This design comes from an exercise in tuning for small area on the open sky130 flow, not from production work. Only simulation tests tie the RTL to the original design; equivalence was not proved. Power and IR drop assume default switching activity.

## tresholding
module tresholding #
(
    parameter ADC_WIDTH = 14
)
(
    input                                   clk,
    input                                   rst,
    input  signed [ADC_WIDTH-1:0]           detail_level,
    input  [31:0]                           gpio_cfg,
    input  [31:0]                           gpio_cfg_2,
    input  [27:0]                           multresult,
    output [ADC_WIDTH-1:0]                  threshold_detail_level,
    output [ADC_WIDTH-1:0]                  median_out,
    output [ADC_WIDTH-1:0]                  threshold_out_dbg,
    output [5:0]                            universal_threshold_constant_level_1,
    output [5:0]                            universal_threshold_constant_level_2,
    output [31:0]                           window_len,
    output                                  window_len_valid,
    output                                  denoise_lvl_1,
    output                                  denoise_lvl_2,
    output                                  reconsruct_lvl_2
);
Size: ~2,600 cells after synthesis, ~440 flip-flops, ~200 I/O pins, roughly 24,000 sq um of cells after synthesis.
export LEC_CHECK = 0
export CAP_MARGIN = 0
export CORE_MARGIN = 2
export CORE_UTILIZATION = 60
export PLACE_DENSITY = 0.75
export SETUP_SLACK_MARGIN = 0.15
export SLEW_MARGIN = 0
export BUFFER_PORTS_ARGS = -buffer_cell sky130_fd_sc_hd__buf_1
export CTS_ARGS = -sink_clustering_enable -repair_clock_nets -sink_clustering_size 30 -sink_clustering_max_diameter 100 -dont_use_dummy_load
create_clock -name core_clock -period 8.0 [get_ports {clk}]
standard.sh (not shown) runs the stock make flow with config.mk's settings and CLKGATE_MAP_FILE= SYNTH_SCRIPT=/design/flow/synth_recipe.tcl, a recipe that flattens the netlist after the stock synthesis.
==> flow/flow/run.sh <==
#!/bin/bash
# Layout flow: the standard ORFS flow (standard.sh) with these changes:
#  - synthesis is ORFS's synthesis through synth_recipe.tcl, except that ABC
#    maps with an area-oriented script (flow/area.abc) instead of ORFS's
#    speed script (flow/abc_wrap.tcl swaps the script; registers, their
#    names and cell types are untouched);
#  - the port buffers that global placement inserts are the smallest buffer
#    (buf_1);
#  - clock tree synthesis runs without dummy loads.
# Each tool's full output is kept in standard.log (ORFS keeps its per-step
# logs under orfs/logs).
set -euo pipefail
here=$PWD
cat >> config.mk <<'EOC'
export BUFFER_PORTS_ARGS = -buffer_cell sky130_fd_sc_hd__buf_1
export CTS_ARGS = -sink_clustering_enable -repair_clock_nets -sink_clustering_size 30 -sink_clustering_max_diameter 100 -dont_use_dummy_load
EOC
cat flow/abc_wrap.tcl synth_recipe.tcl > area_synth.tcl
export FLOW_ABC_SCRIPT=$here/flow/area.abc
sed "s#SYNTH_SCRIPT=[^ ]*synth_recipe.tcl#SYNTH_SCRIPT=$here/area_synth.tcl#" standard.sh > area_standard.sh
grep -q "SYNTH_SCRIPT=$here/area_synth.tcl" area_standard.sh
bash area_standard.sh > standard.log 2>&1
==> flow/flow/abc_wrap.tcl <==
# Map with an area-oriented ABC script instead of ORFS's speed script.
proc abc {args} {
  set i [lsearch -exact $args -script]
  if { $i >= 0 } { lset args [expr { $i + 1 }] $::env(FLOW_ABC_SCRIPT) }
  yosys abc {*}$args
}
==> flow/flow/area.abc <==
strash
dc2
dc2
dc2
dc2
dc2
dch -f
&get -n
&nf -a -R 1000
&put
Next try:
--- a/flow/design.v
+++ b/flow/design.v
@@ -205,14 +205,16 @@
     reg  [2:0]  sidx;           
     reg         sa;             
     reg         reset_median;
     reg         bs_not_first;
     reg         iter_nz;
     reg  [3:0]  rcode;          
     reg  [10:0] flow;           
+    reg  [13:0] bsx;            
+    reg         bsa;            
     reg         mm_flag;        
     reg  [13:0] prev_bsd;
     reg  [10:0] med;
     wire        go = min_valid & ~lock_median & (state == IDLE);
     wire [10:0] smi = 11'd8 << sidx;
     wire        reset_bs = (state == CAVG) & ~lock_median;
     wire [10:0] half_rng = (rcode == 4'd0) ? 11'd0 : (11'd1 << (rcode - 4'd1));
@@ -263,33 +265,33 @@
     always @(posedge clk) begin
         if (rst)
             bs_not_first <= 1'b0;
         else if (state == CAL1)
             bs_not_first <= 1'b1;
     end
     reg  [17:0] bs_big, bs_sml;
-    wire        bs_hold = go | (state == CAL1) | (state == CAL2);
-    wire        bs_clr  = (min_valid | reset_bs) & ~bs_hold;
-    wire [18:0] bsx = {1'b0, bs_big} - {1'b0, bs_sml};
-    wire        bsa = ~bsx[18];
-    wire [13:0] bsd = bsa ? bsx[13:0] : (14'd0 - bsx[13:0]);
+    wire        bs_clr = min_valid | reset_bs;
+    wire [13:0] bsd = bsa ? bsx : (14'd0 - bsx);
+    wire [18:0] bsx_nx = {1'b0, bs_big} - {1'b0, bs_sml};
+    wire        bsa_nx = ~bsx_nx[18];
     always @(posedge clk) begin
         if (rst | bs_clr) begin
             bs_big <= 18'd0;
             bs_sml <= 18'd0;
-        end else if (!bs_hold) begin
-            if (bs_ge)
-                bs_big <= bs_big + 18'd1;
-            else
-                bs_sml <= bs_sml + 18'd1;
-        end
+        end else if (bs_ge)
+            bs_big <= bs_big + 18'd1;
+        else
+            bs_sml <= bs_sml + 18'd1;
     end
     always @(posedge clk) begin
-        if (go)
+        if (go) begin
+            bsx     <= bsx_nx[13:0];
+            bsa     <= bsa_nx;
             mm_flag <= min_flag;
+        end
     end
     always @(posedge clk) begin
         if (state == CAL1) begin
             if (reset_median | ~bs_not_first) begin
                 med      <= smi;
                 prev_bsd <= {3'd0, smi};
             end
The new run produced a clean layout.
Via count came out higher by 2.0%.
Setup slack gets better by 0.24 ns.
Register-to-register slack gains 0.24 ns.
Synthesized area is higher by 1.9%.
Critical path depth does not change.
Sequential power increases by about 4%.
Final area came out higher by about 1.2%.
Combinational power grows by about 11%.
Global-route usage grows by 0.94 points.
Synthesized cell count climbs by about 1.1%.
Worst hold slack loses 0.012 ns.
Clock power barely changes.


tresholding, a different RTL version from the one above (not shown whole).
export LEC_CHECK = 0
export CAP_MARGIN = 20
export CORE_MARGIN = 2
export CORE_UTILIZATION = 60
export PLACE_DENSITY = 0.75
export SLEW_MARGIN = 20
create_clock -name core_clock -period 8.0 [get_ports {clk}]
run.sh (not shown) runs the stock make flow with config.mk's settings and CLKGATE_MAP_FILE= SYNTH_SCRIPT=/design/flow/synth_recipe.tcl, a recipe that flattens the netlist after the stock synthesis.
Stock flow here: none of the scripts above is used.
The starting point produced a clean layout.
Next try:
--- a/flow/design.v
+++ b/flow/design.v
@@ -71,38 +71,38 @@
             vpipe        <= {vpipe[3:0], ms_not_first & wend};
         end
     end
     reg  [17:0] cnt_all;
     reg  [17:0] cnt_ge [0:7];
     reg  [2:0]  y_all;           
-    reg  [2:0]  y_ge [0:7];
+    reg  [1:0]  y_ge [0:7];
     reg  [7:0]  a_or_b;
     reg  [2:0]  ph;              
     reg         cancel;          
     reg  [17:0] run_min;
     reg  [2:0]  run_idx;
-    wire        young  = (y_all != 3'd5);
+    wire        young  = (y_all != 3'd4);
     wire        frozen = (ph == 3'd1) || (ph == 3'd2) || (ph == 3'd3);
     wire        start_long = (ph == 3'd0) & wend & ~young;
     wire        cnt_clr = ~frozen & wend & young;
     wire        cnt_en  = ~frozen & ~wend;
-    wire [2:0]  y_all_nx = wend ? 3'd0 : ((y_all == 3'd5) ? 3'd5 : y_all + 3'd1);
-    wire [2:0]  y_ge_nx [0:7];
-    wire [2:0]  sd [0:7];
+    wire [2:0]  y_all_nx = wend ? 3'd0 : ((y_all == 3'd4) ? 3'd4 : y_all + 3'd1);
+    wire [1:0]  y_ge_nx [0:7];
+    wire [7:0]  smid;
     wire [7:0]  sa_nx;
     genvar k;
     generate
         for (k = 0; k < 8; k = k + 1) begin : srch
-            wire signed [4:0] sx = $signed({1'b0, y_ge[k], 1'b0}) - $signed({2'b0, y_all});
-            assign sa_nx[k] = ~sx[4];
-            assign sd[k] = sx[4] ? -sx[2:0] : sx[2:0];
-            assign y_ge_nx[k] = wend ? 3'd0 : y_ge[k] + {2'd0, ge[k]};
+            assign sa_nx[k] = {y_ge[k], 1'b0} >= y_all;
+            assign smid[k] = (y_all[1:0] == 2'd2) ? (y_ge[k] == 2'd1) :
+                             (y_all[1:0] == 2'd3) ? (y_ge[k] == 2'd1 || y_ge[k] == 2'd2) : 1'b1;
+            assign y_ge_nx[k] = wend ? 2'd0 : y_ge[k] + {1'd0, ge[k]};
             always @(posedge clk) begin
                 y_ge[k] <= y_ge_nx[k];
                 if (ph == 3'd3)
-                    cnt_ge[k] <= {15'd0, y_ge_nx[k]};
+                    cnt_ge[k] <= {16'd0, y_ge_nx[k]};
                 else if (cnt_clr)
                     cnt_ge[k] <= 18'd0;
                 else
                     cnt_ge[k] <= cnt_ge[k] + {17'd0, ge[k] & cnt_en};
             end
         end
@@ -166,34 +166,27 @@
             a_or_b[{ph[1:0], 1'b0}] <= la0;
             a_or_b[{ph[1:0], 1'b1}] <= la1;
         end
         if (wend && young)
             a_or_b <= sa_nx;
     end
-    wire        c10 = sd[0] <= sd[1];
-    wire        c11 = sd[2] <= sd[3];
-    wire        c12 = sd[4] <= sd[5];
-    wire        c13 = sd[6] <= sd[7];
-    wire [2:0]  m10 = c10 ? sd[0] : sd[1];
-    wire [2:0]  m11 = c11 ? sd[2] : sd[3];
-    wire [2:0]  m12 = c12 ? sd[4] : sd[5];
-    wire [2:0]  m13 = c13 ? sd[6] : sd[7];
-    wire [2:0]  i10 = c10 ? 3'd0 : 3'd1;
-    wire [2:0]  i11 = c11 ? 3'd2 : 3'd3;
-    wire [2:0]  i12 = c12 ? 3'd4 : 3'd5;
-    wire [2:0]  i13 = c13 ? 3'd6 : 3'd7;
-    wire        c20 = m10 <= m11;
-    wire        c21 = m12 <= m13;
-    wire [2:0]  m20 = c20 ? m10 : m11;
-    wire [2:0]  m21 = c21 ? m12 : m13;
-    wire [2:0]  i20 = c20 ? i10 : i11;
-    wire [2:0]  i21 = c21 ? i12 : i13;
-    wire        c30 = m20 <= m21;
-    wire [2:0]  m30 = c30 ? m20 : m21;
-    wire [2:0]  i30 = c30 ? i20 : i21;
-    wire        min_le1 = (m30[2:1] == 2'd0);
+    reg  [2:0]  i30;
+    always @(*) begin
+        casez (smid)
+            8'b???????1: i30 = 3'd0;
+            8'b??????10: i30 = 3'd1;
+            8'b?????100: i30 = 3'd2;
+            8'b????1000: i30 = 3'd3;
+            8'b???10000: i30 = 3'd4;
+            8'b??100000: i30 = 3'd5;
+            8'b?1000000: i30 = 3'd6;
+            8'b10000000: i30 = 3'd7;
+            default:     i30 = 3'd0;
+        endcase
+    end
+    wire        min_le1 = |smid;
     reg  [3:0]  pd1, pd2, pd3, pd4, pd5;
     always @(posedge clk) begin
         pd1 <= {i30, min_le1};
         pd2 <= pd1;
         pd3 <= pd2;
         pd4 <= pd3;
- The new run produced a clean layout
- total power shrinks by about a fifth
- worst hold slack is about the same
- wire length shrinks by a little under a tenth
- clock power shrinks by a few percent
- sequential power shrinks by a few percent
- sequential cell count shrinks by 8
- cell area shrinks by a few percent
- fmax grows slightly
- area after synthesis shrinks by a few percent
- setup slack improved by 0.027 ns
- global-route usage shrinks by 0.57 points
- synthesized cell count shrinks by a few percent
- non-clock buffer count grows by 15

## static timing again, ports no longer ideal
No port has a modelled driver above. Below, the same layouts with a new extraction and two added sets of constraints. Step 1 sets driving cells, clkbuf_16 on the clock port and buf_2 on the other inputs (assumed; they add their load-dependent delay and slew). Step 2 moves the port delays by t, midway between the first and last clock arrival at a register: inputs arrive t later, outputs are due t later. That takes back most of the time a late clock gives input paths. a / b / c = no drivers / after step 1 / after step 2; a / b = the first two.
| run | t, ns | setup WS [ns] | hold slack, ns | worst setup path at the end |
|---|---|---|---|---|
| the first run of note 1 | 0.580 | 0.418 / 0.418 / 0.418 | 0.341 / 0.341 / 0.341 | register to register |
| the second run of note 1 | 0.603 | 0.660 / 0.660 / 0.660 | 0.330 / 0.330 / 0.330 | register to register |
| the first run of note 2 | 0.653 | 0.301 / 0.301 / 0.301 | 0.326 / 0.326 / 0.326 | register to register |
| the second run of note 2 | 0.652 | 0.328 / 0.328 / 0.328 | 0.326 / 0.326 / 0.326 | register to register |
After both steps every run listed still meets setup and hold.
